Context: an optimization exercise on an open-source flow, tuned for small area. The choices shown serve that exercise and are no tape-out recipe. In this exercise RTL edits were held to simulation tests only and were not proved equivalent to the original. No activity file was given, so power comes from the tool's default toggle rates.

==> flow/design.v <==
module ALU(
    input [31:0] A,
    input [31:0] B,
    input sub,
    input [2:0] f3,
    input sel_st,              
    input sel_link,            
    input sel_zero,            
    input [31:0] st,
    input [31:0] link,
    output [31:0] sum,
    output [31:0] y
    );
    wire [31:0] p, g;
    wire cout;
    AddSub u_add (.A(A), .B(B), .sub(sub), .p(p), .g(g), .sum(sum), .cout(cout));
    wire lt = ~cout;
    wire [31:0] sh = A >> B[4:0];
    wire base   = ~sel_st & ~sel_link & ~sel_zero;
    wire s_sum  = base & ~f3[2] & ~f3[1];
    wire s_lt   = base & ~f3[2] & f3[1];
    wire s_p    = base & f3[2] & ~f3[0];       
    wire s_g    = base & f3[2] & f3[1];        
    wire s_sh   = base & f3[2] & ~f3[1] & f3[0];
    assign y = ({32{s_sum}} & sum) | ({32{s_p}} & p) | ({32{s_g}} & g) | ({32{s_sh}} & sh)
             | ({32{sel_st}} & st) | ({32{sel_link}} & link) | {31'b0, s_lt & lt};
endmodule
module AddSub(
    input [31:0] A,
    input [31:0] B,
    input sub,
    output [31:0] p,
    output [31:0] g,
    output [31:0] sum,
    output cout
    );
    wire [31:0] bx = B ^ {32{sub}};
    assign p = A ^ bx;
    assign g = A & bx;
    reg [31:0] G, P;
    integer i, l;
    always @(*) begin
        G = g;
        P = p;
        G[0] = g[0] | (p[0] & sub);
        for (l = 1; l <= 5; l = l + 1)
            for (i = (1 << l) - 1; i < 32; i = i + (1 << l)) begin
                G[i] = G[i] | (P[i] & G[i - (1 << (l - 1))]);
                P[i] = P[i] & P[i - (1 << (l - 1))];
            end
        for (l = 4; l >= 1; l = l - 1)
            for (i = 3 * (1 << (l - 1)) - 1; i < 32; i = i + (1 << l)) begin
                G[i] = G[i] | (P[i] & G[i - (1 << (l - 1))]);
                P[i] = P[i] & P[i - (1 << (l - 1))];
            end
    end
    assign sum = p ^ {G[30:0], sub};
    assign cout = G[31];
endmodule
module Regs_0(
    input clk,
    input rst,
    input [4:0] Rs1_addr,
    input [4:0] Rs2_addr,
    input [4:0] Wt_addr,
    input [31:0] Wt_data,
    input RegWrite,
    output [31:0] Rs1_data,
    output [31:0] Rs2_data,
    output [1023:0] regs_flat
    );
    reg  [1023:32] rf;
    wire [31:1] sel1, sel2;
    genvar g, k;
    generate
        for (g = 1; g < 32; g = g + 1) begin : w
            assign sel1[g] = (Rs1_addr == g);
            assign sel2[g] = (Rs2_addr == g);
            always @(posedge clk or posedge rst) begin
                if (rst)
                    rf[32*g +: 32] <= 32'b0;
                else if (RegWrite && Wt_addr == g)
                    rf[32*g +: 32] <= Wt_data;
            end
        end
    endgenerate
    assign regs_flat = {rf, 32'b0};
    wire [31:0] rd1n, rd2n;
    assign Rs1_data = ~rd1n;
    assign Rs2_data = ~rd2n;
    generate
        for (k = 0; k < 32; k = k + 1) begin : rd
            RegRead u1 (.sel(sel1), .q0(rf[32*1+k]),  .q1(rf[32*2+k]),  .q2(rf[32*3+k]),  .q3(rf[32*4+k]),
                        .q4(rf[32*5+k]),  .q5(rf[32*6+k]),  .q6(rf[32*7+k]),  .q7(rf[32*8+k]),
                        .q8(rf[32*9+k]),  .q9(rf[32*10+k]), .q10(rf[32*11+k]), .q11(rf[32*12+k]),
                        .q12(rf[32*13+k]), .q13(rf[32*14+k]), .q14(rf[32*15+k]), .q15(rf[32*16+k]),
                        .q16(rf[32*17+k]), .q17(rf[32*18+k]), .q18(rf[32*19+k]), .q19(rf[32*20+k]),
                        .q20(rf[32*21+k]), .q21(rf[32*22+k]), .q22(rf[32*23+k]), .q23(rf[32*24+k]),
                        .q24(rf[32*25+k]), .q25(rf[32*26+k]), .q26(rf[32*27+k]), .q27(rf[32*28+k]),
                        .q28(rf[32*29+k]), .q29(rf[32*30+k]), .q30(rf[32*31+k]), .yn(rd1n[k]));
            RegRead u2 (.sel(sel2), .q0(rf[32*1+k]),  .q1(rf[32*2+k]),  .q2(rf[32*3+k]),  .q3(rf[32*4+k]),
                        .q4(rf[32*5+k]),  .q5(rf[32*6+k]),  .q6(rf[32*7+k]),  .q7(rf[32*8+k]),
                        .q8(rf[32*9+k]),  .q9(rf[32*10+k]), .q10(rf[32*11+k]), .q11(rf[32*12+k]),
                        .q12(rf[32*13+k]), .q13(rf[32*14+k]), .q14(rf[32*15+k]), .q15(rf[32*16+k]),
                        .q16(rf[32*17+k]), .q17(rf[32*18+k]), .q18(rf[32*19+k]), .q19(rf[32*20+k]),
                        .q20(rf[32*21+k]), .q21(rf[32*22+k]), .q22(rf[32*23+k]), .q23(rf[32*24+k]),
                        .q24(rf[32*25+k]), .q25(rf[32*26+k]), .q26(rf[32*27+k]), .q27(rf[32*28+k]),
                        .q28(rf[32*29+k]), .q29(rf[32*30+k]), .q30(rf[32*31+k]), .yn(rd2n[k]));
        end
    endgenerate
endmodule
module RegRead(
    input [31:1] sel,
    input q0, q1, q2, q3, q4, q5, q6, q7, q8, q9, q10, q11, q12, q13, q14, q15,
    input q16, q17, q18, q19, q20, q21, q22, q23, q24, q25, q26, q27, q28, q29, q30,
    output yn
    );
    wire [10:0] t;
    wire [2:0] u;
    g_a222oi a0 (.A1(sel[1]),  .A2(q0),  .B1(sel[2]),  .B2(q1),  .C1(sel[3]),  .C2(q2),  .Y(t[0]));
    g_a222oi a1 (.A1(sel[4]),  .A2(q3),  .B1(sel[5]),  .B2(q4),  .C1(sel[6]),  .C2(q5),  .Y(t[1]));
    g_a222oi a2 (.A1(sel[7]),  .A2(q6),  .B1(sel[8]),  .B2(q7),  .C1(sel[9]),  .C2(q8),  .Y(t[2]));
    g_a222oi a3 (.A1(sel[10]), .A2(q9),  .B1(sel[11]), .B2(q10), .C1(sel[12]), .C2(q11), .Y(t[3]));
    g_a222oi a4 (.A1(sel[13]), .A2(q12), .B1(sel[14]), .B2(q13), .C1(sel[15]), .C2(q14), .Y(t[4]));
    g_a222oi a5 (.A1(sel[16]), .A2(q15), .B1(sel[17]), .B2(q16), .C1(sel[18]), .C2(q17), .Y(t[5]));
    g_a222oi a6 (.A1(sel[19]), .A2(q18), .B1(sel[20]), .B2(q19), .C1(sel[21]), .C2(q20), .Y(t[6]));
    g_a222oi a7 (.A1(sel[22]), .A2(q21), .B1(sel[23]), .B2(q22), .C1(sel[24]), .C2(q23), .Y(t[7]));
    g_a222oi a8 (.A1(sel[25]), .A2(q24), .B1(sel[26]), .B2(q25), .C1(sel[27]), .C2(q26), .Y(t[8]));
    g_a222oi a9 (.A1(sel[28]), .A2(q27), .B1(sel[29]), .B2(q28), .C1(sel[30]), .C2(q29), .Y(t[9]));
    g_nand2  n10 (.A(sel[31]), .B(q30), .Y(t[10]));
    g_nand4  m0 (.A(t[0]), .B(t[1]), .C(t[2]),  .D(t[3]), .Y(u[0]));
    g_nand4  m1 (.A(t[4]), .B(t[5]), .C(t[6]),  .D(t[7]), .Y(u[1]));
    g_nand3  m2 (.A(t[8]), .B(t[9]), .C(t[10]), .Y(u[2]));
    g_nor3   o  (.A(u[0]), .B(u[1]), .C(u[2]), .Y(yn));
endmodule
module g_nand2(input A, input B, output Y);
    assign Y = ~(A & B);
endmodule
module g_nand3(input A, input B, input C, output Y);
    assign Y = ~(A & B & C);
endmodule
module g_nand4(input A, input B, input C, input D, output Y);
    assign Y = ~(A & B & C & D);
endmodule
module g_nor3(input A, input B, input C, output Y);
    assign Y = ~(A | B | C);
endmodule
module g_a222oi(input A1, input A2, input B1, input B2, input C1, input C2, output Y);
    assign Y = ~((A1 & A2) | (B1 & B2) | (C1 & C2));
endmodule
module Pipeline_CPU(
    input clk,
    input rst,
    input [31: 0] inst_IF,
    input [31: 0] Data_in,
    output wire [31: 0] PC_out_EX,
    output wire [31: 0] PC_out_ID,
    output wire [31: 0] inst_ID,
    output wire [31: 0] PC_out_IF,
    output wire [31: 0] Addr_out,
    output wire [31: 0] Data_out,
    output wire [31: 0] Data_out_WB,
    output wire MemRW_Mem,
    output wire MemRW_EX,
    output wire [31:0] Reg00,
    output wire [31:0] Reg01,
    output wire [31:0] Reg02,
    output wire [31:0] Reg03,
    output wire [31:0] Reg04,
    output wire [31:0] Reg05,
    output wire [31:0] Reg06,
    output wire [31:0] Reg07,
    output wire [31:0] Reg08,
    output wire [31:0] Reg09,
    output wire [31:0] Reg10,
    output wire [31:0] Reg11,
    output wire [31:0] Reg12,
    output wire [31:0] Reg13,
    output wire [31:0] Reg14,
    output wire [31:0] Reg15,
    output wire [31:0] Reg16,
    output wire [31:0] Reg17,
    output wire [31:0] Reg18,
    output wire [31:0] Reg19,
    output wire [31:0] Reg20,
    output wire [31:0] Reg21,
    output wire [31:0] Reg22,
    output wire [31:0] Reg23,
    output wire [31:0] Reg24,
    output wire [31:0] Reg25,
    output wire [31:0] Reg26,
    output wire [31:0] Reg27,
    output wire [31:0] Reg28,
    output wire [31:0] Reg29,
    output wire [31:0] Reg30,
    output wire [31:0] Reg31
    );
    reg  [31:1] pc;             
    reg         take_M;
    reg  [31:0] x_M;
    always @(posedge clk or posedge rst) begin
        if (rst)
            pc <= 31'b0;
        else if (take_M)
            pc <= x_M[31:1];
        else
            pc <= {pc[31:2] + 30'd1, pc[1]};
    end
    reg [31:1] pc_D;
    reg [31:0] ir_D;
    always @(posedge clk or posedge rst) begin
        if (rst) begin
            pc_D <= 31'b0;
            ir_D <= 32'b0;
        end else begin
            pc_D <= pc;
            ir_D <= inst_IF;
        end
    end
    wire d_jal = ir_D[3];
    wire d_beq = ir_D[6] & ~ir_D[3];
    wire d_sw  = ir_D[5] & ~ir_D[4] & ~ir_D[6];
    wire d_R   = ir_D[5] & ir_D[4];
    wire d_I   = ~ir_D[5] & ir_D[4];
    wire d_lw  = ~ir_D[5] & ~ir_D[4];
    wire d_rw  = ~ir_D[5] | ir_D[4] | ir_D[3];
    wire [2:0] d_f3 = ir_D[14:12];
    wire d_sub = (d_R & ir_D[30] & (d_f3 == 3'b000)) | ((d_R | d_I) & (d_f3 == 3'b010));
    reg  [4:0]  wa_W;
    reg  [31:0] w_W;
    reg         rw_W;
    wire [31:0] rs1, rs2;
    wire [1023:0] regs;
    Regs_0 Regs_0 (
        .clk(clk),
        .rst(rst),
        .Rs1_addr(ir_D[19:15]),
        .Rs2_addr(ir_D[24:20]),
        .Wt_addr(wa_W),
        .Wt_data(w_W),
        .RegWrite(rw_W),
        .Rs1_data(rs1),
        .Rs2_data(rs2),
        .regs_flat(regs)
    );
    wire d_eq = (rs1 == rs2);
    reg [31:0] imm;
    always @(*) begin
        if (d_jal)
            imm = {{12{ir_D[31]}}, ir_D[19:12], ir_D[20], ir_D[30:21], 1'b0};
        else if (d_beq)
            imm = {{20{ir_D[31]}}, ir_D[7], ir_D[30:25], ir_D[11:8], 1'b0};
        else if (d_sw)
            imm = {{21{ir_D[31]}}, ir_D[30:25], ir_D[11:7]};
        else
            imm = {{21{ir_D[31]}}, ir_D[30:20]};
    end
    wire [31:0] opA = (d_beq | d_jal) ? {pc_D, 1'b0} : rs1;
    wire [31:0] opB = d_R ? rs2 : imm;
    wire [31:0] sum, y_D;
    wire [31:0] link = {pc_D[31:2] + 30'd1, pc_D[1], 1'b0};
    ALU ALU_0 (
        .A(opA),
        .B(opB),
        .sub(d_sub),
        .f3(d_f3),
        .sel_st(d_sw),
        .sel_link(d_jal),
        .sel_zero(d_lw),
        .st(rs2),
        .link(link),
        .sum(sum),
        .y(y_D)
    );
    reg [31:0] x_E, y_E;
    reg [4:0]  wa_E;
    reg        lw_E;
    reg        rw_E, sw_E, take_E;
    always @(posedge clk) begin
        x_E  <= sum;
        y_E  <= y_D;
        wa_E <= ir_D[11:7];
        lw_E <= d_lw;
    end
    always @(posedge clk or posedge rst) begin
        if (rst) begin
            rw_E   <= 1'b0;
            sw_E   <= 1'b0;
            take_E <= 1'b0;
        end else begin
            rw_E   <= d_rw;
            sw_E   <= d_sw;
            take_E <= d_jal | (d_beq & d_eq);
        end
    end
    reg [31:0] y_M;
    reg [4:0]  wa_M;
    reg        lw_M;
    reg        rw_M, sw_M;
    always @(posedge clk) begin
        x_M  <= x_E;
        y_M  <= y_E;
        wa_M <= wa_E;
        lw_M <= lw_E;
    end
    always @(posedge clk or posedge rst) begin
        if (rst) begin
            rw_M   <= 1'b0;
            sw_M   <= 1'b0;
            take_M <= 1'b0;
        end else begin
            rw_M   <= rw_E;
            sw_M   <= sw_E;
            take_M <= take_E;
        end
    end
    always @(posedge clk) begin
        w_W  <= y_M | ({32{lw_M}} & Data_in);    
        wa_W <= wa_M;
    end
    always @(posedge clk or posedge rst) begin
        if (rst)
            rw_W <= 1'b0;
        else
            rw_W <= rw_M;
    end
    assign PC_out_IF   = {pc, 1'b0};
    assign PC_out_ID   = {pc_D, 1'b0};
    assign inst_ID     = ir_D;
    assign PC_out_EX   = x_E;
    assign MemRW_EX    = sw_E;
    assign MemRW_Mem   = sw_M;
    assign Addr_out    = x_M;
    assign Data_out    = y_M;
    assign Data_out_WB = w_W;
    assign Reg00 = regs[32*0  +: 32];
    assign Reg01 = regs[32*1  +: 32];
    assign Reg02 = regs[32*2  +: 32];
    assign Reg03 = regs[32*3  +: 32];
    assign Reg04 = regs[32*4  +: 32];
    assign Reg05 = regs[32*5  +: 32];
    assign Reg06 = regs[32*6  +: 32];
    assign Reg07 = regs[32*7  +: 32];
    assign Reg08 = regs[32*8  +: 32];
    assign Reg09 = regs[32*9  +: 32];
    assign Reg10 = regs[32*10 +: 32];
    assign Reg11 = regs[32*11 +: 32];
    assign Reg12 = regs[32*12 +: 32];
    assign Reg13 = regs[32*13 +: 32];
    assign Reg14 = regs[32*14 +: 32];
    assign Reg15 = regs[32*15 +: 32];
    assign Reg16 = regs[32*16 +: 32];
    assign Reg17 = regs[32*17 +: 32];
    assign Reg18 = regs[32*18 +: 32];
    assign Reg19 = regs[32*19 +: 32];
    assign Reg20 = regs[32*20 +: 32];
    assign Reg21 = regs[32*21 +: 32];
    assign Reg22 = regs[32*22 +: 32];
    assign Reg23 = regs[32*23 +: 32];
    assign Reg24 = regs[32*24 +: 32];
    assign Reg25 = regs[32*25 +: 32];
    assign Reg26 = regs[32*26 +: 32];
    assign Reg27 = regs[32*27 +: 32];
    assign Reg28 = regs[32*28 +: 32];
    assign Reg29 = regs[32*29 +: 32];
    assign Reg30 = regs[32*30 +: 32];
    assign Reg31 = regs[32*31 +: 32];
endmodule
==> flow/flow/run.sh <==
#!/bin/bash
# Own layout flow: the standard flow (standard.sh) with
#  - synthesis: the standard flow's script plus hand-mapped register-file cells (see synth.tcl),
#    with ABC mapping all adders (no full/half-adder cell extraction),
#  - the smallest buffer (buf_1) on every input and output port,
#  - clock tree without dummy loads and with small clock buffers,
set -euo pipefail
W=$PWD
F=$W/flow
python3 "$F/map_gates.py" design.v design_mapped.v > map_gates.log 2>&1
export FLOW_DIR=$F FLOW_ABC_SCRIPT=$F/abc.script FLOW_SYNTH_TCL=$W/synth_recipe.tcl
bash standard.sh \
  VERILOG_FILES="$W/design_mapped.v" \
  SYNTH_SCRIPT="$F/synth.tcl" \
  ADDER_MAP_FILE= \
  SYNTH_KEEP_MODULES=AddSub \
  "BUFFER_PORTS_ARGS=-buffer_cell sky130_fd_sc_hd__buf_1" \
  "PLACE_PINS_ARGS=-min_distance 1 -min_distance_in_tracks" \
  "CTS_ARGS=-sink_clustering_enable -repair_clock_nets -dont_use_dummy_load -sink_clustering_size 16 -sink_clustering_max_diameter 60 -buf_list {sky130_fd_sc_hd__clkbuf_4 sky130_fd_sc_hd__clkbuf_8}" \
  finish > flow.log 2>&1
==> flow/flow/abc.script <==
strash
dc2
dc2
dch -f
amap
==> flow/flow/adder.script <==
strash
dch -f
map -D 3000
amap
==> flow/flow/map_gates.py <==
#!/usr/bin/env python3
"""Replace the behavioural g_<cell> gate modules of the design with wrappers around the
sky130_fd_sc_hd__<cell>_1 library cells, so synthesis keeps the hand-built structure.
usage: map_gates.py design.v out.v"""
import re, sys

src = open(sys.argv[1]).read()
out = []
pos = 0
wrappers = []
for m in re.finditer(r'^\s*module\s+g_(\w+)\s*\((.*?)\);(.*?)^\s*endmodule\b', src, re.S | re.M):
    cell, ports = m.group(1), m.group(2)
    names = re.findall(r'\b(?:input|output)\s+(?:wire\s+)?(\w+)', ports)
    # ports given as "input A, input B, output Y"
    names = [n for n in re.findall(r'(\w+)\s*(?:,|$)', ports) if n not in ('input', 'output', 'wire')]
    out.append(src[pos:m.start()])
    conns = ', '.join(f'.{n}({n})' for n in names)
    wrappers.append(f'module g_{cell}({ports});\n  sky130_fd_sc_hd__{cell}_1 u ({conns});\nendmodule\n')
    pos = m.end()
out.append(src[pos:])
open(sys.argv[2], 'w').write(''.join(out) + '\n' + '\n'.join(wrappers))
print(f'mapped {len(wrappers)} gate modules', file=sys.stderr)
==> flow/flow/rfmux_map.v <==
// Register-file write multiplexer y = s ? b : a (a = the register's own output):
// y = o21ai(~s, ~b, nand2(~s, a)); the inverters are shared per register and per bit.
module \$_MUX_ (A, B, S, Y);
  input A, B, S;
  output Y;
  wire wen, wdn, n;
  \$_NOT_ i_s (.A(S), .Y(wen));
  \$_NOT_ i_b (.A(B), .Y(wdn));
  \sky130_fd_sc_hd__nand2_1 u_n (.A(wen), .B(A), .Y(n));
  \sky130_fd_sc_hd__o21ai_1 u_o (.A1(wen), .A2(wdn), .B1(n), .Y(Y));
endmodule
==> flow/flow/synth.tcl <==
# The standard flow's synthesis script (synth_recipe.tcl), run with these changes:
#  - yosys synth is called without ORFS's -extra-map (Kogge-Stone adders), so adders use
#    Yosys's default Brent-Kung carry lookahead;
#  - just before ABC, the register file's write-enable multiplexers (left by dfflibmap in
#    front of each register-file flip-flop) are mapped to nand2 + o21ai cells;
#  - ABC runs this flow's script (abc.script), and adder.script on the adder module
#    (AddSub, kept apart by SYNTH_KEEP_MODULES) so that it stays fast.
# Everything else (including -nofsm -noshare, flattening and renaming) is the standard flow's.
proc abc {args} {
  yosys select -set rfff {c:Regs_0.rf*}
  yosys select -set rfmux @rfff %ci1:+\[D\] %ci1:+\[Y\] t:\$_MUX_ %i
  yosys techmap -map $::env(FLOW_DIR)/rfmux_map.v @rfmux
  yosys opt_merge
  yosys select -clear
  set i [lsearch -exact $args -script]
  if {![catch {yosys tee -q -s result.string select -list AddSub} r] && $r ne ""} {
    # the adder, kept as its own module (SYNTH_KEEP_MODULES), is mapped for speed
    set a $args
    lset a [expr {$i + 1}] $::env(FLOW_DIR)/adder.script
    yosys abc {*}$a AddSub
    yosys select -clear
  }
  lset args [expr {$i + 1}] $::env(FLOW_ABC_SCRIPT)
  yosys abc {*}$args $::env(DESIGN_NAME)
}
set f [open $::env(FLOW_SYNTH_TCL)]
set lines [split [read $f] "\n"]
close $f
if {![string match "proc synth *yosys synth -nofsm -noshare*" [lindex $lines 0]]} {
  error "unexpected first line in synth_recipe.tcl: [lindex $lines 0]"
}
proc synth {args} {
  set i [lsearch -exact $args -extra-map]
  if {$i >= 0} { set args [lreplace $args $i [expr {$i + 1}]] }
  yosys synth -nofsm -noshare {*}$args
}
eval [join [lrange $lines 1 end] "\n"]
==> flow/standard.sh <==
#!/bin/bash
# synth_recipe.tcl (not shown) runs the flow's synth.tcl, then flattens the netlist and writes it again
# the make line also repeats each setting of config.mk as NAME=value (left out here)
make -C /OpenROAD-flow-scripts/flow DESIGN_CONFIG=/design/flow/config.mk WORK_HOME=/design/flow/orfs CLKGATE_MAP_FILE= SYNTH_SCRIPT=/design/flow/synth_recipe.tcl "${@:-finish}"
==> flow/config.mk <==
export PLATFORM = sky130hd
export DESIGN_NAME = Pipeline_CPU
export DESIGN_NICKNAME = Pipeline_CPU
export VERILOG_FILES = /design/flow/design.v
export SDC_FILE = /design/flow/constraint.sdc
export NUM_CORES = 8
export LEC_CHECK = 0
export CAP_MARGIN = 20
export CORE_AREA = 4 4 336 336
export DIE_AREA = 0 0 340 340
export SLEW_MARGIN = 20
==> flow/constraint.sdc <==
create_clock -name core_clock -period 10.0 [get_ports {clk}]
set_input_delay 2.0000 -clock core_clock [delete_from_list [all_inputs] [get_ports {clk}]]
set_output_delay 2.0000 -clock core_clock [all_outputs]
set_load 0.01 [all_outputs]
==> impl_results.md, run 1 <==
- Area used by multi-input combinational logic: 23420 µm²
- Clock Latency Late Sink: 0.89 ns
- Fin crit share: 91.29%
- Worst reg2reg setup slack: 0.87 ns
- Min Clock Period, post-route: 9.129 ns
- Combinational group share of total power: 36.3%
- Detailed-routing iteration count for the pre-antenna-repair pass: 28
- Hold-fix buffers, CTS: 0
- Ratio of cells with drive above 1 in the final layout: 5.777%
- Critical Path Start Type: register
- Wire length of the first global-routing pass: 450600 µm
- Core Util, Final: 59.24%
- CP required: 10.70 ns
- Worst slew margin relative to its limit: 15.05%
- Sequential element share of the synthesized area: 49.82%
- Clock root cell: sky130_fd_sc_hd__clkbuf_8
- Worst-margin pin slew: 1.264 ns
- Largest net degree at the start of global routing: 167
- Row Count: 121
- Die height: 340 µm
- CTS tree: yes
- Maximum vdd ir drop: 233.8 µV
- TritonCTS buffer count: 110
- Category of the worst setup path capture point: register
- Clock H-tree levels: 3
- Async SR Flop Fraction: 86.06%
- Cell area after synthesis: 62010 µm²
- GRT Residual Overflow: 0
- WL met1: 104500 µm
- Leading post-synthesis cells by instance count: sky130_fd_sc_hd__nand2_1, sky130_fd_sc_hd__dfrtp_1, sky130_fd_sc_hd__buf_4, sky130_fd_sc_hd__o21ai_1, sky130_fd_sc_hd__a222oi_1
- First-iteration detailed-routing DRC count: 17250
- Nets@finish: 7148
- CP peak stage delay: 1.07 ns
- Number of sinks driven by the clock tree: 1270
- Main synth FF type: sky130_fd_sc_hd__dfrtp_1
- Antenna Nets Post-Route: 0
- Clock share of power: 14.5%
- Total Neg Setup Slack: 0 ns
- Data arrival time of the critical path: 9.83 ns
- WL/cell: 38.36 µm
- Count of different cell masters after synthesis: 50
- Synth warnings: 3
- Result of the run: timing/DRC/antenna clean
- HPWL after detailed placement: 227800 µm
- Total placed cells including tap cells: 8445
- Die width: 340 µm
- Number of global-route vias before repair: 56350
- Die outline area: 115600 µm²
- Number of flops mapped to enable cells by yosys: 0
- Highest-delay cell along the critical path: sky130_fd_sc_hd__nor3_1
- Post-Syn Instances: 6498
- Combined flip-flop and latch cell area: 30900 µm²
- Core ar.: 109200 µm²
- Proportion of power drawn by flip-flops and latches: 49.1%
- Post-route DRC: 0
- Total vias in the final route: 62110
- Initial core utilization: 56.81%
- I/O Buffers: 1281
- Worst hold path class: reg -> reg
- Final setup vio count: 0
- Cells resized by post-CTS repair: 0
- Clock Skew: 0.1440 ns
- Top layer in use: met5
- Share of the synthesized area in the top cell type: 44.10%
- Net switching component of the power: 0.009177 W
- Routed wire length: 328600 µm
- Most frequent cell after synthesis: sky130_fd_sc_hd__nand2_1
- Top achievable clock speed: 109.5 MHz
- Sw frac: 49.06%
- Max FO, Critical Path: 32
- Count of final hold-check violations: 0
- Yosys reg bits: 1270
- I/O pin count: 1316
- Final non-filler cell total: 8565
- Cell-internal power: 0.009529 W
- Maximum clock insertion buffer count: 3
- Metal2 WL: 126800 µm
- Setup CP Type: reg -> reg
- Count of final max-slew check failures: 0
- Power per standard cell area: 289.3 nW/µm²
- Post-CTS setup buffer count: 0
- Average footprint of a synthesized cell: 9.544 µm²
- # fillers: 9839
- Area delta synth->final: 4.279%
- Routed met3 length: 58740 µm
- Routed via count divided by cell count: 7.251
- Leakage: 26.57 nW
- Antenna violations before repair: 16
- Final weighted congestion of routability-driven global placement: 1.092
- Unrepaired setup endpoints after global routing: no
- Largest cells by area after synthesis: sky130_fd_sc_hd__dfrtp_1, sky130_fd_sc_hd__buf_4, sky130_fd_sc_hd__a222oi_1
- Leading area contributor after synthesis: sky130_fd_sc_hd__dfrtp_1
- Aggregate global-route resource usage: 54.71%
- Reg clk slew, reported paths: 0.11 ns
- # Max-Cap Violations: 0
metal layers:
metal	GRT usage (%)	vias up
li1	-	24710
met1	64.15	29190
met2	73.96	6406
met3	28.61	1774
met4	44.04	24
met5	4.417	-
power by group through the flow:
stage	clock, W	combinational (W)	sequential [W]
2_1_floorplan	0	0.00481	0.00820
3_3_place_gp	0	0.00618	0.00903
3_5_place_dp	0	0.00629	0.00904
4_1_cts	0.00269	0.00631	0.00896
5_1_grt	0.00287	0.00704	0.00924
6_report	0.00272	0.00680	0.00919
area by class of cell:
| type | count | share of cell area, % |
|---|---|---|
| sequential | 1270 | 47.78 |
| timing repair buffer | 1467 | 9.807 |
| clock buffer | 110 | 2.341 |
| antenna | 9 | 0.03483 |
| inverter | 158 | 0.9616 |
| multi-input combinational | 4075 | 36.22 |
| tap | 1476 | 2.856 |
worst max-delay path: cells and delay by family, from the launching register on:
family,cells,cell delay [ns]
AOI/OAI and AO/OA,11,3.62
buffers and inverters,5,1.74
DFF,1,0.83
and+or+nand+nor,10,2.76
cells by family after synthesis:
family                    after synthesis  synth area share, %
AOI/OAI and AO/OA                    2163                23.99
other                                   1             0.006047
xor gates and xnor gates                5              0.07061
buffers and inverters                1186                13.40
DFF                                  1270                49.82
and+or+nand+nor                      1873                12.71
worst paths after layout:
| kind | startpoint | endpoint | cells after the start |
|---|---|---|---|
| setup / recovery | ir_D[19]$_DFF_PP0_ | y_E[30]$_DFF_P_ | 26 |
| hold / removal | y_E[25]$_DFF_P_ | y_M[25]$_DFF_P_ | 0 |
| setup reg to reg | ir_D[19]$_DFF_PP0_ | y_E[30]$_DFF_P_ | 26 |
| hold reg to reg | y_E[25]$_DFF_P_ | y_M[25]$_DFF_P_ | 0 |
| max in group asynchronous | rst | Regs_0.rf[806]$_DFFE_PP0P_ | 4 |
| min in group asynchronous | rst | Regs_0.rf[94]$_DFFE_PP0P_ | 2 |
modules after synthesis (local to each module, per instance):
module        cells  copies in the design  area, µm²
Pipeline_CPU   6182                     1      60550
AddSub          316                     1       1465
stage by stage:
stage	total power [W]	setup slack, ns	hold slack (ns)	area, µm²
global placement	0.01521	1.544	0.3104	62970
global route	0.01915	0.5370	0.2776	64660
CTS	0.01795	1.333	0.2831	64600
floorplan	0.01301	1.137	0.3096	62150
detailed placement	0.01533	1.365	0.3121	63090
finish	0.01871	0.8708	0.2815	64670
cell usage in the layout (no fill, tap or decap), types with 44 or more instances in the layout:
cell type / netlist / routed
sky130_fd_sc_hd__dfxtp_1: 177 / 176
sky130_fd_sc_hd__nor3_1: 73 / 65
sky130_fd_sc_hd__o21ai_1: 992 / 992
sky130_fd_sc_hd__buf_1: 0 / 1281
sky130_fd_sc_hd__nor2_1: 221 / 158
sky130_fd_sc_hd__dfrtp_1: 1093 / 1092
sky130_fd_sc_hd__nand2_1: 1236 / 1236
sky130_fd_sc_hd__o22ai_1: 87 / 84
sky130_fd_sc_hd__clkbuf_8: 0 / 110
sky130_fd_sc_hd__nand3_1: 78 / 78
sky130_fd_sc_hd__clkinv_1: 158 / 154
sky130_fd_sc_hd__buf_4: 1028 / 176
sky130_fd_sc_hd__nor2_4: 0 / 44
sky130_fd_sc_hd__o21ai_0: 135 / 135
sky130_fd_sc_hd__a21oi_1: 87 / 87
sky130_fd_sc_hd__a222oi_1: 659 / 659
sky130_fd_sc_hd__nand4_1: 162 / 162
flip-flops by register name, summed over array words and instances (netlist names), 5 cells and up:
signal and flops:
Regs_0.rf 992, ir_D 32, w_W 32, x_E 32, x_M 32, y_E 32, y_M 32, pc 31
pc_D 31, wa_E 5, wa_M 5, wa_W 5
==> inputs of run 2 (changes only) <==
--- a/flow/design.v
+++ b/flow/design.v
@@ -71,11 +71,15 @@
     );
     reg  [1023:32] rf;
     wire [31:1] sel1, sel2;
+    wire [3:0] h1 = 4'b1 << Rs1_addr[4:3];
+    wire [3:0] h2 = 4'b1 << Rs2_addr[4:3];
+    wire [7:0] l1 = 8'b1 << Rs1_addr[2:0];
+    wire [7:0] l2 = 8'b1 << Rs2_addr[2:0];
     genvar g, k;
     generate
         for (g = 1; g < 32; g = g + 1) begin : w
-            assign sel1[g] = (Rs1_addr == g);
-            assign sel2[g] = (Rs2_addr == g);
+            g_and2_2 u_s1 (.A(h1[g >> 3]), .B(l1[g & 7]), .X(sel1[g]));
+            g_and2_2 u_s2 (.A(h2[g >> 3]), .B(l2[g & 7]), .X(sel2[g]));
             always @(posedge clk or posedge rst) begin
                 if (rst)
                     rf[32*g +: 32] <= 32'b0;
@@ -133,6 +137,9 @@
     g_nand3  m2 (.A(t[8]), .B(t[9]), .C(t[10]), .Y(u[2]));
     g_nor3   o  (.A(u[0]), .B(u[1]), .C(u[2]), .Y(yn));
 endmodule
+module g_and2_2(input A, input B, output X);
+    assign X = A & B;
+endmodule
 module g_nand2(input A, input B, output Y);
     assign Y = ~(A & B);
 endmodule
--- a/flow/flow/map_gates.py
+++ b/flow/flow/map_gates.py
@@ -1,6 +1,6 @@
 #!/usr/bin/env python3
 """Replace the behavioural g_<cell> gate modules of the design with wrappers around the
-sky130_fd_sc_hd__<cell>_1 library cells, so synthesis keeps the hand-built structure.
+sky130_fd_sc_hd__<cell>_1 library cells (or sky130_fd_sc_hd__<cell> when the name ends in a drive strength), so synthesis keeps the hand-built structure.
 usage: map_gates.py design.v out.v"""
 import re, sys
 
@@ -15,7 +15,8 @@
     names = [n for n in re.findall(r'(\w+)\s*(?:,|$)', ports) if n not in ('input', 'output', 'wire')]
     out.append(src[pos:m.start()])
     conns = ', '.join(f'.{n}({n})' for n in names)
-    wrappers.append(f'module g_{cell}({ports});\n  sky130_fd_sc_hd__{cell}_1 u ({conns});\nendmodule\n')
+    lib = cell if re.search(r'_\d+$', cell) else cell + '_1'   # g_and2_2 -> and2_2, g_nand2 -> nand2_1
+    wrappers.append(f'module g_{cell}({ports});\n  sky130_fd_sc_hd__{lib} u ({conns});\nendmodule\n')
     pos = m.end()
 out.append(src[pos:])
 open(sys.argv[2], 'w').write(''.join(out) + '\n' + '\n'.join(wrappers))
==> flow/flow/rfmux_map.v (replaced) <==
// Register-file write multiplexer y = s ? b : a (a = the register's own output):
// y = o21ai(~s, ~b, nand2(~s, a)). The inverters are shared (opt_merge -share_all) per
// register (~s, inv_4 for its 64 loads) and per bit (~b, inv_2 for its 31 loads).
module \$_MUX_ (A, B, S, Y);
  input A, B, S;
  output Y;
  wire wen, wdn, n;
  \sky130_fd_sc_hd__inv_4 i_s (.A(S), .Y(wen));
  \sky130_fd_sc_hd__inv_2 i_b (.A(B), .Y(wdn));
  \sky130_fd_sc_hd__nand2_1 u_n (.A(wen), .B(A), .Y(n));
  \sky130_fd_sc_hd__o21ai_1 u_o (.A1(wen), .A2(wdn), .B1(n), .Y(Y));
endmodule
--- a/flow/flow/synth.tcl
+++ b/flow/flow/synth.tcl
@@ -2,7 +2,8 @@
 #  - yosys synth is called without ORFS's -extra-map (Kogge-Stone adders), so adders use
 #    Yosys's default Brent-Kung carry lookahead;
 #  - just before ABC, the register file's write-enable multiplexers (left by dfflibmap in
-#    front of each register-file flip-flop) are mapped to nand2 + o21ai cells;
+#    front of each register-file flip-flop) are mapped to nand2 + o21ai cells, with shared
+#    inverters strong enough for their fanout (rfmux_map.v);
 #  - ABC runs this flow's script (abc.script), and adder.script on the adder module
 #    (AddSub, kept apart by SYNTH_KEEP_MODULES) so that it stays fast.
 # Everything else (including -nofsm -noshare, flattening and renaming) is the standard flow's.
@@ -10,7 +11,7 @@
   yosys select -set rfff {c:Regs_0.rf*}
   yosys select -set rfmux @rfff %ci1:+\[D\] %ci1:+\[Y\] t:\$_MUX_ %i
   yosys techmap -map $::env(FLOW_DIR)/rfmux_map.v @rfmux
-  yosys opt_merge
+  yosys opt_merge -share_all
   yosys select -clear
   set i [lsearch -exact $args -script]
   if {![catch {yosys tee -q -s result.string select -list AddSub} r] && $r ne ""} {
==> run 2 against run 1 <==
Effect of this change:
- utilization fell by 0.68 points
- total power fell by 1.5%
- largest cell class unchanged
- largest power group unchanged
- non-clock buffer count is 80 lower
- critical path type unchanged
- critical path depth is 3 higher
==> impl_results.md, run 2 <==
- Result of the run: timing/DRC/antenna clean (unchanged)
- Worst-margin pin slew: 1.181 ns (was 1.264 ns)
- Min Clock Period, post-route: 8.372 ns (was 9.129 ns)
- Maximum vdd ir drop: 165.3 µV (was 233.8 µV)
- Number of sinks driven by the clock tree: 1270 (unchanged)
- Worst slew margin relative to its limit: 20.68% (was 15.05%)
- Async SR Flop Fraction: 86.06% (unchanged)
- I/O pin count: 1316 (unchanged)
- Average footprint of a synthesized cell: 9.542 µm² (was 9.544 µm²)
- Final setup vio count: 0 (unchanged)
- Count of final hold-check violations: 0 (unchanged)
- Top achievable clock speed: 119.4 MHz (was 109.5 MHz)
- Hold-fix buffers, CTS: 0 (unchanged)
- Worst hold path class: reg -> reg (unchanged)
- Fin crit share: 83.72% (was 91.29%)
- Worst reg2reg setup slack: 1.63 ns (was 0.87 ns)
- Nets@finish: 7103 (was 7148)
- Die outline area: 115600 µm² (unchanged)
- Clock Skew: 0.1180 ns (was 0.1440 ns)
- Count of different cell masters after synthesis: 53 (was 50)
- Row Count: 121 (unchanged)
- Worst setup slack before clock tree synthesis: 2.097 ns (was 1.365 ns)
- Clock root cell: sky130_fd_sc_hd__clkbuf_8 (unchanged)
- Final weighted congestion of routability-driven global placement: 1.120 (was 1.092)
- Max FO, Critical Path: 36 (was 32)
- HPWL after detailed placement: 222000 µm (was 227800 µm)
- # Max-Cap Violations: 0 (unchanged)
- Area used by multi-input combinational logic: 23080 µm² (was 23420 µm²)
- Clock H-tree levels: 3 (unchanged)
- Total Neg Setup Slack: 0 ns (unchanged)
- CTS tree: yes (unchanged)
- Largest net degree at the start of global routing: 141 (was 167)
- Die width: 340 µm (unchanged)
- CP peak stage delay: 0.80 ns (was 1.07 ns)
- Clock Latency Late Sink: 0.88 ns (was 0.89 ns)
- Critical Path Start Type: register (unchanged)
- Number of flip-flops in the largest register: 992 (unchanged)
- Antenna violations before repair: 23 (was 16)
- Total vias in the final route: 60870 (was 62110)
- Detailed-routing iteration count for the pre-antenna-repair pass: 21 (was 28)
- Most common cell after layout, fill and taps aside: sky130_fd_sc_hd__buf_1 (unchanged)
- Post-route setup slack: 1.628 ns (was 0.8708 ns)
- Cell area after synthesis: 62310 µm² (was 62010 µm²)
- Most frequent cells in the layout: sky130_fd_sc_hd__buf_1, sky130_fd_sc_hd__nand2_1, sky130_fd_sc_hd__dfrtp_1 (unchanged)
- Leakage: 26.43 nW (was 26.57 nW)
- Core ar.: 109200 µm² (unchanged)
- Post-Syn Instances: 6530 (was 6498)
- Leading post-synthesis cells by instance count: sky130_fd_sc_hd__nand2_1, sky130_fd_sc_hd__dfrtp_1, sky130_fd_sc_hd__buf_4, sky130_fd_sc_hd__o21ai_1, sky130_fd_sc_hd__a222oi_1 (unchanged)
- Power per standard cell area: 288.2 nW/µm² (was 289.3 nW/µm²)
- Routed wire length: 313100 µm (was 328600 µm)
- Ratio of cells with drive above 1 in the final layout: 5.089% (was 5.777%)
- Combined flip-flop and latch cell area: 30900 µm² (about the same)
- Number of global-route vias before repair: 54750 (was 56350)
- Most frequent cell after synthesis: sky130_fd_sc_hd__nand2_1 (unchanged)
- Data arrival time of the critical path: 9.07 ns (was 9.83 ns)
- Reg clk slew, reported paths: 0.11 ns (about the same)
- First-iteration detailed-routing DRC count: 16220 (was 17250)
- Wire length of the first global-routing pass: 430100 µm (was 450600 µm)
- Sequential element share of the synthesized area: 49.58% (was 49.82%)
- Die height: 340 µm (unchanged)
- Leading area contributor after synthesis: sky130_fd_sc_hd__dfrtp_1 (unchanged)
- Aggregate global-route resource usage: 51.84% (was 54.71%)
- Antenna Nets Post-Route: 0 (unchanged)
- Category of the worst setup path capture point: register (unchanged)
- Initial core utilization: 57.08% (was 56.81%)
- Post-route DRC: 0 (unchanged)
- Unrepaired setup endpoints after global routing: no (unchanged)
- Synth warnings: 3 (unchanged)
- Post-CTS setup buffer count: 0 (unchanged)
- Routed via count divided by cell count: 7.144 (was 7.251)
- Area delta synth->final: 2.592% (was 4.279%)
- # fillers: 9909 (was 9839)
- Share of the synthesized area in the top cell type: 43.90% (was 44.10%)
- Setup CP Type: reg -> reg (unchanged)
- I/O Buffers: 1281 (unchanged)
- Count of final max-slew check failures: 0 (unchanged)
- WL/cell: 36.74 µm (was 38.36 µm)
- GRT Residual Overflow: 0 (unchanged)
- Highest-delay cell along the critical path: sky130_fd_sc_hd__nor3_1 (unchanged)
- Maximum clock insertion buffer count: 3 (unchanged)
- TritonCTS buffer count: 113 (was 110)
- Register bank with the most flops: Regs_0.rf (unchanged)
- Yosys reg bits: 1270 (unchanged)
- Cells resized by post-CTS repair: 0 (unchanged)
- CP required: 10.70 ns (about the same)
- Number of flops mapped to enable cells by yosys: 0 (unchanged)
- Main synth FF type: sky130_fd_sc_hd__dfrtp_1 (unchanged)
- Final Hold Slack: 0.2751 ns (was 0.2815 ns)
- Largest cells by area after synthesis: sky130_fd_sc_hd__dfrtp_1, sky130_fd_sc_hd__buf_4, sky130_fd_sc_hd__a222oi_1 (unchanged)
## run 2: changes by cell type in the layout (fill, tap and decap cells not counted), moves of 27 or more
cell,change
sky130_fd_sc_hd__buf_4,-75
sky130_fd_sc_hd__nor2_4,-44
sky130_fd_sc_hd__inv_2,+31
sky130_fd_sc_hd__nand4_1,-27
sky130_fd_sc_hd__and2_2,+62
sky130_fd_sc_hd__nor2_1,+47
sky130_fd_sc_hd__inv_4,+31
## run 2: cells by family after synthesis
kind of cell | share of synthesized area [%]
compound gates | 23.86
xor+xnor | 0.07028
buf+inv | 13.71
flops | 49.58
other cells | 0.006018
simple gates | 12.78
## run 2: power breakdown
group	total, W	switching (W)	internal, W	leakage [nW]
logic	0.00638	0.00464	0.00173	10.0
clock network	0.00274	0.00174	0.00100	0.813
registers	0.00931	0.00257	0.00674	15.6
## run 2: worst max-delay path, delay by kind of cell, from the launching register on
kind	cells	cell delay (ns)
and+or+nand+nor	10	2.55
DFF	1	0.53
AOI/OAI and AO/OA	13	3.64
buffers and inverters	6	1.46
## run 2: metal layers
metal / global-route usage, % / vias to the layer above / part of all wire [%]
li1: - / 24530 / -
met1: 62.75 / 28760 / 33
met2: 71.98 / 5971 / 40
met3: 25.02 / 1573 / 17
met4: 36.71 / 30 / 10
met5: 2.375 / - / 0.18
## run 2: metrics by stage
step,util [%],cell area [µm²],std cells,power [W]
final,58.56,63930,8521,0.01842
after global routing,58.55,63910,8514,0.01890
after CTS,58.52,63880,8511,0.01779
after detailed placement,57.10,62320,8398,0.01516
after global placement,57.10,62320,8398,0.01505
after floorplan,-,62440,6563,0.01300
## run 2: layout make-up
class,count,share of cell area (%)
flip-flops and latches,1270,48.33
multi-input cells,4066,36.11
repair buffers,1387,8.865
well taps,1476,2.889
clock buffers,113,2.433
inverters,199,1.331
diodes,10,0.03915
## run 2: modules after synthesis (local to each module, per instance)
module,cells,area (µm²),flip-flops and latches,times used
AddSub,316,1465,0,1
Pipeline_CPU,6214,60840,1270,1
## run 2: path summary, 6_finish.rpt
kind                                     from  cells past startpoint                          to
setup reg to reg           ir_D[20]$_DFF_PP0_                     29             y_E[31]$_DFF_P_
hold reg to reg               y_E[27]$_DFF_P_                      0             y_M[27]$_DFF_P_
min in group asynchronous                 rst                      2  Regs_0.rf[211]$_DFFE_PP0P_
hold / removal                y_E[27]$_DFF_P_                      0             y_M[27]$_DFF_P_
max in group asynchronous                 rst                      4  Regs_0.rf[488]$_DFFE_PP0P_
setup / recovery           ir_D[20]$_DFF_PP0_                     29             y_E[31]$_DFF_P_
==> inputs of run 3 (changes only) <==
--- a/flow/design.v
+++ b/flow/design.v
@@ -78,8 +78,8 @@
     genvar g, k;
     generate
         for (g = 1; g < 32; g = g + 1) begin : w
-            g_and2_2 u_s1 (.A(h1[g >> 3]), .B(l1[g & 7]), .X(sel1[g]));
-            g_and2_2 u_s2 (.A(h2[g >> 3]), .B(l2[g & 7]), .X(sel2[g]));
+            g_and2_4 u_s1 (.A(h1[g >> 3]), .B(l1[g & 7]), .X(sel1[g]));
+            g_and2_4 u_s2 (.A(h2[g >> 3]), .B(l2[g & 7]), .X(sel2[g]));
             always @(posedge clk or posedge rst) begin
                 if (rst)
                     rf[32*g +: 32] <= 32'b0;
@@ -137,7 +137,7 @@
     g_nand3  m2 (.A(t[8]), .B(t[9]), .C(t[10]), .Y(u[2]));
     g_nor3   o  (.A(u[0]), .B(u[1]), .C(u[2]), .Y(yn));
 endmodule
-module g_and2_2(input A, input B, output X);
+module g_and2_4(input A, input B, output X);
     assign X = A & B;
 endmodule
 module g_nand2(input A, input B, output Y);
==> run 3 against run 2 <==
Effect of this change:
- clock skew is 0.0038 ns higher
- die area stayed put
- largest cell class unchanged
- count of clock-buffer cells in the layout is 2 lower
- clock power hardly changed
- global-route usage is 0.75 points lower
- worst hold slack better by 0.00050 ns
==> impl_results.md, run 3 <==
- Result of the run: timing/DRC/antenna clean (unchanged)
- I/O Buffers: 1281 (unchanged)
- Count of final max-slew check failures: 0 (unchanged)
- Ratio of cells with drive above 1 in the final layout: 4.380% (was 5.089%)
- TritonCTS buffer count: 111 (was 113)
- Worst reg2reg setup slack: 1.11 ns (was 1.63 ns)
- Critical Path Start Type: register (unchanged)
- Area delta synth->final: 2.016% (was 2.592%)
- Die outline area: 115600 µm² (unchanged)
- Count of final hold-check violations: 0 (unchanged)
- Reg-to-reg startpoint: ir_D[20]$_DFF_PP0_ (unchanged)
- Hold EP: y_M[27]$_DFF_P_ (unchanged)
- Initial core utilization: 57.15% (was 57.08%)
- Clock H-tree levels: 3 (unchanged)
- Antenna Nets Post-Route: 0 (unchanged)
- Maximum clock insertion buffer count: 3 (unchanged)
- Category of the worst setup path capture point: register (unchanged)
- Most common cell after layout, fill and taps aside: sky130_fd_sc_hd__buf_1 (unchanged)
- Most frequent cells in the layout: sky130_fd_sc_hd__buf_1, sky130_fd_sc_hd__nand2_1, sky130_fd_sc_hd__dfrtp_1 (unchanged)
- Clock root cell: sky130_fd_sc_hd__clkbuf_8 (unchanged)
- Total Neg Setup Slack: 0 ns (unchanged)
- Min Clock Period, post-route: 8.895 ns (was 8.372 ns)
- Reg clk slew, reported paths: 0.10 ns (was 0.11 ns)
- # Max-Cap Violations: 0 (unchanged)
- Grt met2 use: 72.35% (was 71.98%)
- Leading area contributor after synthesis: sky130_fd_sc_hd__dfrtp_1 (unchanged)
- Sequential element share of the synthesized area: 49.52% (was 49.58%)
- Leakage: 26.20 nW (was 26.43 nW)
- Data arrival time of the critical path: 9.63 ns (was 9.07 ns)
- Max FO, Critical Path: 35 (was 36)
- Post-CTS setup buffer count: 0 (unchanged)
- Final weighted congestion of routability-driven global placement: 1.149 (was 1.120)
- Nets@finish: 7054 (was 7103)
- CTS tree: yes (unchanged)
- HPWL after detailed placement: 217900 µm (was 222000 µm)
- Final setup vio count: 0 (unchanged)
- Worst slew margin relative to its limit: 18.77% (was 20.68%)
- Share of the synthesized area in the top cell type: 43.84% (was 43.90%)
- Hold-fix buffers, CTS: 0 (unchanged)
- Leading post-synthesis cells by instance count: sky130_fd_sc_hd__nand2_1, sky130_fd_sc_hd__dfrtp_1, sky130_fd_sc_hd__buf_4, sky130_fd_sc_hd__o21ai_1, sky130_fd_sc_hd__a222oi_1 (unchanged)
- Maximum vdd ir drop: 176.6 µV (was 165.3 µV)
- Number of flip-flops in the largest register: 992 (unchanged)
- Power consumption: 0.01835 W (was 0.01842 W)
- Highest-delay cell along the critical path: sky130_fd_sc_hd__nor3_1 (unchanged)
- I/O pin count: 1316 (unchanged)
- Core ar.: 109200 µm² (unchanged)
- Busiest grt layer: met2 (unchanged)
- CP required: 10.73 ns (was 10.70 ns)
- Worst-margin pin slew: 1.209 ns (was 1.181 ns)
- Cell area after synthesis: 62390 µm² (was 62310 µm²)
- Clock Skew: 0.1218 ns (was 0.1180 ns)
- Clock Latency Late Sink: 0.88 ns (about the same)
- Main synth FF type: sky130_fd_sc_hd__dfrtp_1 (unchanged)
- Average footprint of a synthesized cell: 9.554 µm² (was 9.542 µm²)
- Total vias in the final route: 61560 (was 60870)
- Detailed-routing iteration count for the pre-antenna-repair pass: 21 (unchanged)
- Number of sinks driven by the clock tree: 1270 (unchanged)
- Most frequent cell after synthesis: sky130_fd_sc_hd__nand2_1 (unchanged)
- Power per standard cell area: 288.3 nW/µm² (was 288.2 nW/µm²)
- Die height: 340 µm (unchanged)
- Depth of the most critical reg-to-reg path: 32 (was 29)
- WL/cell: 36.69 µm (was 36.74 µm)
- Routed via count divided by cell count: 7.260 (was 7.144)
- Number of buffer and inverter instances along the worst setup path: 8 (was 6)
- Aggregate global-route resource usage: 51.08% (was 51.84%)
- Unrepaired setup endpoints after global routing: no (unchanged)
- Fin crit share: 88.95% (was 83.72%)
- GRT Residual Overflow: 0 (unchanged)
- Routed wire length: 311100 µm (was 313100 µm)
- Largest net degree at the start of global routing: 175 (was 141)
- First-iteration detailed-routing DRC count: 16350 (was 16220)
- Largest delay contributor family on the critical path: compound AO/OA/AOI/OAI gates (unchanged)
- Worst hold path class: reg -> reg (unchanged)
- Setup CP Type: reg -> reg (unchanged)
- Hold path start: y_E[27]$_DFF_P_ (unchanged)
- Met3 global-route usage: 22.25% (was 25.02%)
- Cells resized by post-CTS repair: 0 (unchanged)
- Wire length of the first global-routing pass: 426300 µm (was 430100 µm)
- Post-route DRC: 0 (unchanged)
- Min-Delay Path Depth: 0 (unchanged)
- Crit Reg-Reg Endpoint: y_E[0]$_DFF_P_ (was y_E[31]$_DFF_P_)
- Global Route met1 Usage: 63.06% (was 62.75%)
- Antenna violations before repair: 15 (was 23)
- Yosys reg bits: 1270 (unchanged)
- Register bank with the most flops: Regs_0.rf (unchanged)
- Largest cells by area after synthesis: sky130_fd_sc_hd__dfrtp_1, sky130_fd_sc_hd__buf_4, sky130_fd_sc_hd__a222oi_1 (unchanged)
- CP peak stage delay: 0.95 ns (was 0.80 ns)
- Count of different cell masters after synthesis: 53 (unchanged)
- Top achievable clock speed: 112.4 MHz (was 119.4 MHz)
- Most frequent CP cell: sky130_fd_sc_hd__clkinv_1
- Async SR Flop Fraction: 86.06% (unchanged)
- Die width: 340 µm (unchanged)
- Number of flops mapped to enable cells by yosys: 0 (unchanged)
- Synth warnings: 3 (unchanged)
- Row Count: 121 (unchanged)
- Number of global-route vias before repair: 54600 (was 54750)
- Post-Syn Instances: 6530 (unchanged)
## run 3: cell types whose count changed in the layout (fill, tap and decap cells not counted), sizes merged
cell | before | now
buf | 1387 | 1339
diode | 10 | 17
clkbuf | 113 | 112
## run 3: power breakdown
part           internal [W]  total (W)  switching, W
Clock              0.000982    0.00272       0.00174
Sequential          0.00674    0.00919       0.00245
Combinational       0.00175    0.00643       0.00469
## run 3: cells by family (layout without fill, tap and decap cells)
| kind of cell | count (synthesis) | count (layout) | share of synthesized area, % |
|---|---|---|---|
| buffers and inverters | 1227 | 1650 | 13.69 |
| flip-flops | 1270 | 1270 | 49.52 |
| XOR/XNOR | 5 | 5 | 0.07019 |
| other | 1 | 51 | 0.006011 |
| AND/OR/NAND/NOR | 1864 | 1864 | 12.89 |
| AO/OA/AOI/OAI | 2163 | 2163 | 23.83 |
## run 3: metrics by stage
| step | cell area, µm² | setup slack [ns] | util (%) | std cells | hold WS (ns) |
|---|---|---|---|---|---|
| floorplan | 62520 | 1.137 | - | 6563 | 0.3096 |
| global placement | 62030 | 1.928 | 56.82 | 8348 | 0.3103 |
| detailed placement | 62060 | 1.895 | 56.86 | 8350 | 0.3121 |
| CTS | 63590 | 1.822 | 58.26 | 8461 | 0.2766 |
| global route | 63610 | 0.8877 | 58.28 | 8467 | 0.2845 |
| finish | 63640 | 1.105 | 58.31 | 8479 | 0.2756 |
## run 3: worst max path at each step
stage | to | start | slack [ns] | cells past startpoint
after global placement | y_E[0]$_DFF_P_ | ir_D[20]$_DFF_PP0_ | 1.93 | 32
after detailed placement | y_E[0]$_DFF_P_ | ir_D[20]$_DFF_PP0_ | 1.90 | 32
after global routing | y_E[0]$_DFF_P_ | ir_D[20]$_DFF_PP0_ | 0.89 | 32
after CTS | y_E[0]$_DFF_P_ | ir_D[20]$_DFF_PP0_ | 1.82 | 32
after floorplan | Regs_0.rf[1000]$_DFFE_PP0P_ | rst | 1.14 | 1
final | y_E[0]$_DFF_P_ | ir_D[20]$_DFF_PP0_ | 1.11 | 32
## run 3: layer usage
layer | part of all wire [%] | vias up
met5 | 0.046 | -
met4 | 9.9 | 12
met3 | 17 | 1563
met2 | 40 | 6413
met1 | 33 | 29110
li1 | - | 24460
## run 3: per-module statistics from Yosys, one instance, submodules excluded
| module | cells | flip-flops and latches |
|---|---|---|
| Pipeline_CPU | 6214 | 1270 |
| AddSub | 316 | 0 |
## run 3: area by class of cell
type                            count  area (µm²)
Antenna cell                       17       42.54
Sequential cell                  1270       30900
Tap cell                         1476        1847
Timing Repair Buffer             1340        5334
Multi-Input combinational cell   4066       23150
Inverter                          199       850.8
Clock buffer                      111        1528
Fill cell                        9810       45510

## afterwards: timing with drivers on the ports
The flow's constraints put no driver on any port. The routed layouts listed below were extracted and timed again, unchanged, in two steps. Step 1, drivers: a clkbuf_16 drives clk and a buf_2 each remaining input, both assumed. Step 2 also shifts input and output timing later by t, the mid clock arrival at the registers, as if the neighbouring blocks saw the same clock. a / b / c = no drivers / after step 1 / after step 2; a / b = the first two.
run	t, ns	slack for setup (ns)	latest minus earliest clock arrival (ns)	slew at the worst register clock pin (ns)	worst data-port slew with drivers (ns)
run 1	0.897	0.871 / 0.871 / 0.871	0.145 / 0.145	0.11 / 0.11	0.21
run 2	0.901	1.628 / 1.628 / 1.628	0.118 / 0.118	0.11 / 0.11	0.08
run 3	0.896	1.105 / 1.105 / 1.105	0.130 / 0.130	0.11 / 0.11	0.22
After both steps every run listed still meets setup and hold.
